Background: an optimization exercise with open tools, aiming at small area. Do not read the settings as production practice. In this exercise RTL edits were held to simulation tests only and were not proved equivalent to the original. The flow treats the clock pin as an ideal source, which a real chip does not have. Power is estimated from default activity; no workload was simulated.

Design timer_top, start of the top module:
module timer_top (
    input  wire        sys_clk,
    input  wire        sys_rst_n,
    input  wire        tim_psel,
    input  wire        tim_pwrite,
    input  wire        tim_penable,
    input  wire [11:0] tim_paddr,
    input  wire [31:0] tim_pwdata,
    input  wire [3:0]  tim_pstrb,
    output wire        tim_pready,
    output wire [31:0] tim_prdata,
    output wire        tim_pslverr,
    output wire        tim_int,
    input  wire        dbg_mode
);
Size in the first run: roughly 950 cells after synthesis, about 150 flip-flops, ~89 I/O pins, ~0.0086 mm² of cells after synthesis.
clock: 5.0 ns
lec_check: 0
cap_margin: 20
core_margin: 2
core_utilization: 65
slew_margin: 20
standard.sh (not shown) runs the stock make flow with config.mk's settings and CLKGATE_MAP_FILE= SYNTH_SCRIPT=/design/flow/synth_recipe.tcl, a recipe that flattens the netlist after the stock synthesis.
==> flow/flow/run.sh <==
#!/bin/bash
# Standard ORFS layout with small port buffers and a small-buffer clock tree.
set -e
export BUFFER_PORTS_ARGS="-buffer_cell sky130_fd_sc_hd__buf_1"
export CTS_ARGS="-sink_clustering_enable -repair_clock_nets -dont_use_dummy_load -buf_list sky130_fd_sc_hd__clkbuf_4"
bash standard.sh > standard.log 2>&1
Then changed:
==> flow/flow/run.sh (replaced) <==
#!/bin/bash
# Standard ORFS layout with smaller port buffers and no CTS dummy loads.
set -e
cp standard.sh standard_sh_copy.txt
cp config.mk config_mk_copy.txt
export BUFFER_PORTS_ARGS="-buffer_cell sky130_fd_sc_hd__buf_1"
export CTS_ARGS="-sink_clustering_enable -repair_clock_nets -dont_use_dummy_load"
bash standard.sh > standard.log 2>&1
--- a/flow/config.mk
+++ b/flow/config.mk
@@ -10 +10 @@
-export CORE_UTILIZATION = 65
+export CORE_UTILIZATION = 40
Fmax climbs by 0.62%.
Critical path depth is unchanged.
Via count falls by 4.3%.
Global-route usage drops by 11 points.
Power climbs by 29%.
Register-to-register slack gets better by 0.08 ns.
Sequential share of layout area decreases by 1.8 points.
Non-clock buffer count increases by 1.
Setup slack gets better by 0.026 ns.

========
== green ==
The RTL this note starts from:
==> flow/design.v <==
module timer_top (
    input  wire        sys_clk,
    input  wire        sys_rst_n,
    input  wire        tim_psel,
    input  wire        tim_pwrite,
    input  wire        tim_penable,
    input  wire [11:0] tim_paddr,
    input  wire [31:0] tim_pwdata,
    input  wire [3:0]  tim_pstrb,
    output wire        tim_pready,
    output wire [31:0] tim_prdata,
    output wire        tim_pslverr,
    output wire        tim_int,
    input  wire        dbg_mode
);
    reg  acc;
    wire sel_en = tim_psel & tim_penable;
    assign tim_pready = acc & sel_en;
    always @(posedge sys_clk) acc <= sel_en & ~acc;
    wire wr = tim_pready & tim_pwrite;
    wire       a_ok = (tim_paddr[11:5] == 7'd0) & (tim_paddr[1:0] == 2'd0);
    wire [2:0] ix   = tim_paddr[4:2];
    wire s_tcr   = a_ok & (ix == 3'd0);
    wire s_tdr0  = a_ok & (ix == 3'd1);
    wire s_tdr1  = a_ok & (ix == 3'd2);
    wire s_tcmp0 = a_ok & (ix == 3'd3);
    wire s_tcmp1 = a_ok & (ix == 3'd4);
    wire s_tier  = a_ok & (ix == 3'd5);
    wire s_tisr  = a_ok & (ix == 3'd6);
    wire s_thcsr = a_ok & (ix == 3'd7);
    reg        en, den;
    reg  [3:1] dv_hi;
    reg        ndv0;        
    wire [3:0] dv = {dv_hi, ~ndv0};
    reg [31:0] ncmp0, ncmp1;    
    reg        ie, hreq, st;
    reg [63:0] cnt;
    wire dv_bad = tim_pwdata[11] & (|tim_pwdata[10:8]);
    wire chg    = (tim_pstrb[0] & (tim_pwdata[1] ^ den)) |
                  (tim_pstrb[1] & (tim_pwdata[11:8] != dv));
    wire bad    = (en & chg) | (tim_pstrb[1] & dv_bad);
    wire w_tcr  = wr & s_tcr;
    assign tim_pslverr = w_tcr & bad;
    always @(posedge sys_clk or negedge sys_rst_n) begin
        if (!sys_rst_n) begin
            en  <= 1'b0;
            den <= 1'b0;
            dv_hi <= 3'd0;
            ndv0  <= 1'b0;
        end else if (w_tcr & ~bad) begin
            if (tim_pstrb[0]) begin
                en  <= tim_pwdata[0];
                den <= tim_pwdata[1];
            end
            if (tim_pstrb[1]) begin
                dv_hi <= tim_pwdata[11:9];
                ndv0  <= ~tim_pwdata[8];
            end
        end
    end
    integer b;
    always @(posedge sys_clk or negedge sys_rst_n) begin
        if (!sys_rst_n) begin
            ncmp0 <= 32'd0;
            ncmp1 <= 32'd0;
        end else begin
            for (b = 0; b < 4; b = b + 1) begin
                if (wr & s_tcmp0 & tim_pstrb[b]) ncmp0[8*b +: 8] <= ~tim_pwdata[8*b +: 8];
                if (wr & s_tcmp1 & tim_pstrb[b]) ncmp1[8*b +: 8] <= ~tim_pwdata[8*b +: 8];
            end
        end
    end
    always @(posedge sys_clk or negedge sys_rst_n) begin
        if (!sys_rst_n) begin
            ie   <= 1'b0;
            hreq <= 1'b0;
        end else begin
            if (wr & s_tier  & tim_pstrb[0]) ie   <= tim_pwdata[0];
            if (wr & s_thcsr & tim_pstrb[0]) hreq <= tim_pwdata[0];
        end
    end
    wire halt = hreq & dbg_mode;
    reg en_d;
    always @(posedge sys_clk) en_d <= en;
    wire clear = en_d & ~en;
    reg [7:0] pre;
    wire act = en & den;
    always @(posedge sys_clk) begin
        if (!act) pre <= 8'd0;
        else if (!halt) pre <= pre + 8'd1;
    end
    wire [7:0] mask;
    genvar k;
    generate
        for (k = 0; k < 8; k = k + 1) begin : g_mask
            assign mask[k] = (dv > k);
        end
    endgenerate
    wire lim = &(pre | ~mask);
    wire cnt_en = en & ~halt & (~den | lim);
    wire w0  = wr & s_tdr0;
    wire w1  = wr & s_tdr1;
    wire inc = cnt_en & ~w0 & ~w1;
    wire [7:0]  blk1, pblk, tblk;
    wire [63:0] tgl;
    genvar j;
    generate
        for (k = 0; k < 8; k = k + 1) begin : g_blk
            assign blk1[k] = &cnt[8*k +: 8];
            if (k == 0) begin : g_first
                assign pblk[k] = 1'b1;
            end else begin : g_next
                assign pblk[k] = pblk[k-1] & blk1[k-1];
            end
            assign tblk[k] = inc & pblk[k];
            for (j = 0; j < 8; j = j + 1) begin : g_bit
                if (j == 0) begin : g_lsb
                    assign tgl[8*k] = tblk[k];
                end else begin : g_up
                    assign tgl[8*k+j] = tgl[8*k+j-1] & cnt[8*k+j-1];
                end
            end
        end
    endgenerate
    wire [7:0]  bsel = {{4{w1}} & tim_pstrb, {4{w0}} & tim_pstrb} | {8{clear}};
    wire [31:0] wdat = tim_pwdata & {32{~clear}};
    always @(posedge sys_clk or negedge sys_rst_n) begin
        if (!sys_rst_n) begin
            cnt <= 64'd0;
        end else begin
            for (b = 0; b < 8; b = b + 1)
                cnt[8*b +: 8] <= bsel[b] ? wdat[8*(b%4) +: 8] : (cnt[8*b +: 8] ^ tgl[8*b +: 8]);
        end
    end
    wire match = &(cnt ^ {ncmp1, ncmp0});
    always @(posedge sys_clk or negedge sys_rst_n) begin
        if (!sys_rst_n) st <= 1'b0;
        else if (wr & s_tisr & tim_pwdata[0]) st <= 1'b0;
        else if (match) st <= 1'b1;
    end
    assign tim_int = st & ie;
    assign tim_prdata =
          ({32{s_tcr}}   & {20'd0, dv, 6'd0, den, en})
        | ({32{s_tdr0}}  & cnt[31:0])
        | ({32{s_tdr1}}  & cnt[63:32])
        | ({32{s_tcmp0}} & ~ncmp0)
        | ({32{s_tcmp1}} & ~ncmp1)
        | ({32{s_tier}}  & {31'd0, ie})
        | ({32{s_tisr}}  & {31'd0, st})
        | ({32{s_thcsr}} & {30'd0, halt, hreq});
endmodule
export LEC_CHECK = 0
export CAP_MARGIN = 20
export CORE_MARGIN = 2
export CORE_UTILIZATION = 75
export PLACE_DENSITY = 0.8
export SLEW_MARGIN = 20
create_clock -name core_clock -period 5.0 [get_ports {sys_clk}]
==> flow/flow/run.sh <==
#!/bin/bash
# Layout flow: the standard synthesis, then an area-oriented re-mapping
# of the combinational logic only (flip-flops, their names and cell types are
# kept), then the standard ORFS flow with small port buffers and a clock tree
# of small buffers.
set -euo pipefail
HERE=$(pwd)
RES=$HERE/orfs/results/sky130hd/timer_top/base
LIB=$FLOW_HOME/platforms/sky130hd/lib/sky130_fd_sc_hd__tt_025C_1v80.lib
export BUFFER_PORTS_ARGS="-buffer_cell sky130_fd_sc_hd__buf_1"
export CTS_ARGS="-sink_clustering_enable -repair_clock_nets -dont_use_dummy_load -buf_list sky130_fd_sc_hd__clkbuf_4"
export POST_CTS_TCL=$HERE/flow/post_cts.tcl

# 1. standard synthesis, up to the netlist
bash standard.sh $RES/1_2_yosys.v > synth.log 2>&1
cp $RES/1_2_yosys.v $HERE/netlist_standard.v

# 2. re-map the combinational logic
sed -e "s#@LIB@#$LIB#g" -e "s#@IN@#$HERE/netlist_standard.v#g" \
    -e "s#@OUT@#$HERE/netlist_remap.v#g" $HERE/flow/remap.ys > $HERE/remap_run.ys
yosys -s $HERE/remap_run.ys > remap.log 2>&1
cp $HERE/netlist_remap.v $RES/1_2_yosys.v
touch $RES/1_2_yosys.v

# 3. the rest of the standard flow
bash standard.sh > standard.log 2>&1
Other scripts of this flow, unchanged in this note and not shown: flow/flow/post_cts.tcl, flow/flow/remap.ys
green reached the final stage; the timing, design-rule and antenna checks on its layout passed.
Relative to green, the following input files were edited for purple:
Settings: PLACE_DENSITY: 0.8 -> unset; CORE_UTILIZATION: 75 -> 65.
Notes after the runs:
- The number of non-clock buffers in the layout of purple exceeds that of green by 2.
- Non-clock buffer share of cell area in purple is 0.15 points higher than in green
- Power dissipated in combinational cells delta for purple relative to green: about 1% lower
- Status: maximum frequency from static timing analysis parity (green, purple)

==> afterwards: timing with drivers on the ports <==
The flow's constraints put no driver on any port. The routed layouts listed below were extracted and timed again, unchanged, in two steps.
Step 1 assumes that a clkbuf_16 drives the clock port and a buf_2 every other input.
Step 2 moves the port delays by t, midway between the first and last clock arrival at a register: inputs arrive t later, outputs are due t later. That takes back most of the time a late clock gives input paths.
Three values: no drivers, after step 1, after step 2; two values: the first two.
| run | shift t [ns] | setup WS [ns] | worst setup path after step 2 | slew at the worst register clock pin (ns) |
|---|---|---|---|---|
| the first run of note 1 | 0.595 | 0.813 / 0.785 / 0.519 | input to register | 0.12 / 0.12 |
| the second run of note 1 | 0.464 | 0.839 / 0.809 / 0.672 | input to register | 0.06 / 0.06 |
| green | 0.607 | 0.601 / 0.576 / 0.576 | input to output | 0.11 / 0.11 |
| purple | 0.627 | 0.611 / 0.592 / 0.592 | input to output | 0.10 / 0.10 |
After both steps setup and hold are still met in every run listed. The setup slack of the first run of note 1, which loses most, moves by -0.028 ns with the drivers and by -0.294 ns with both steps.
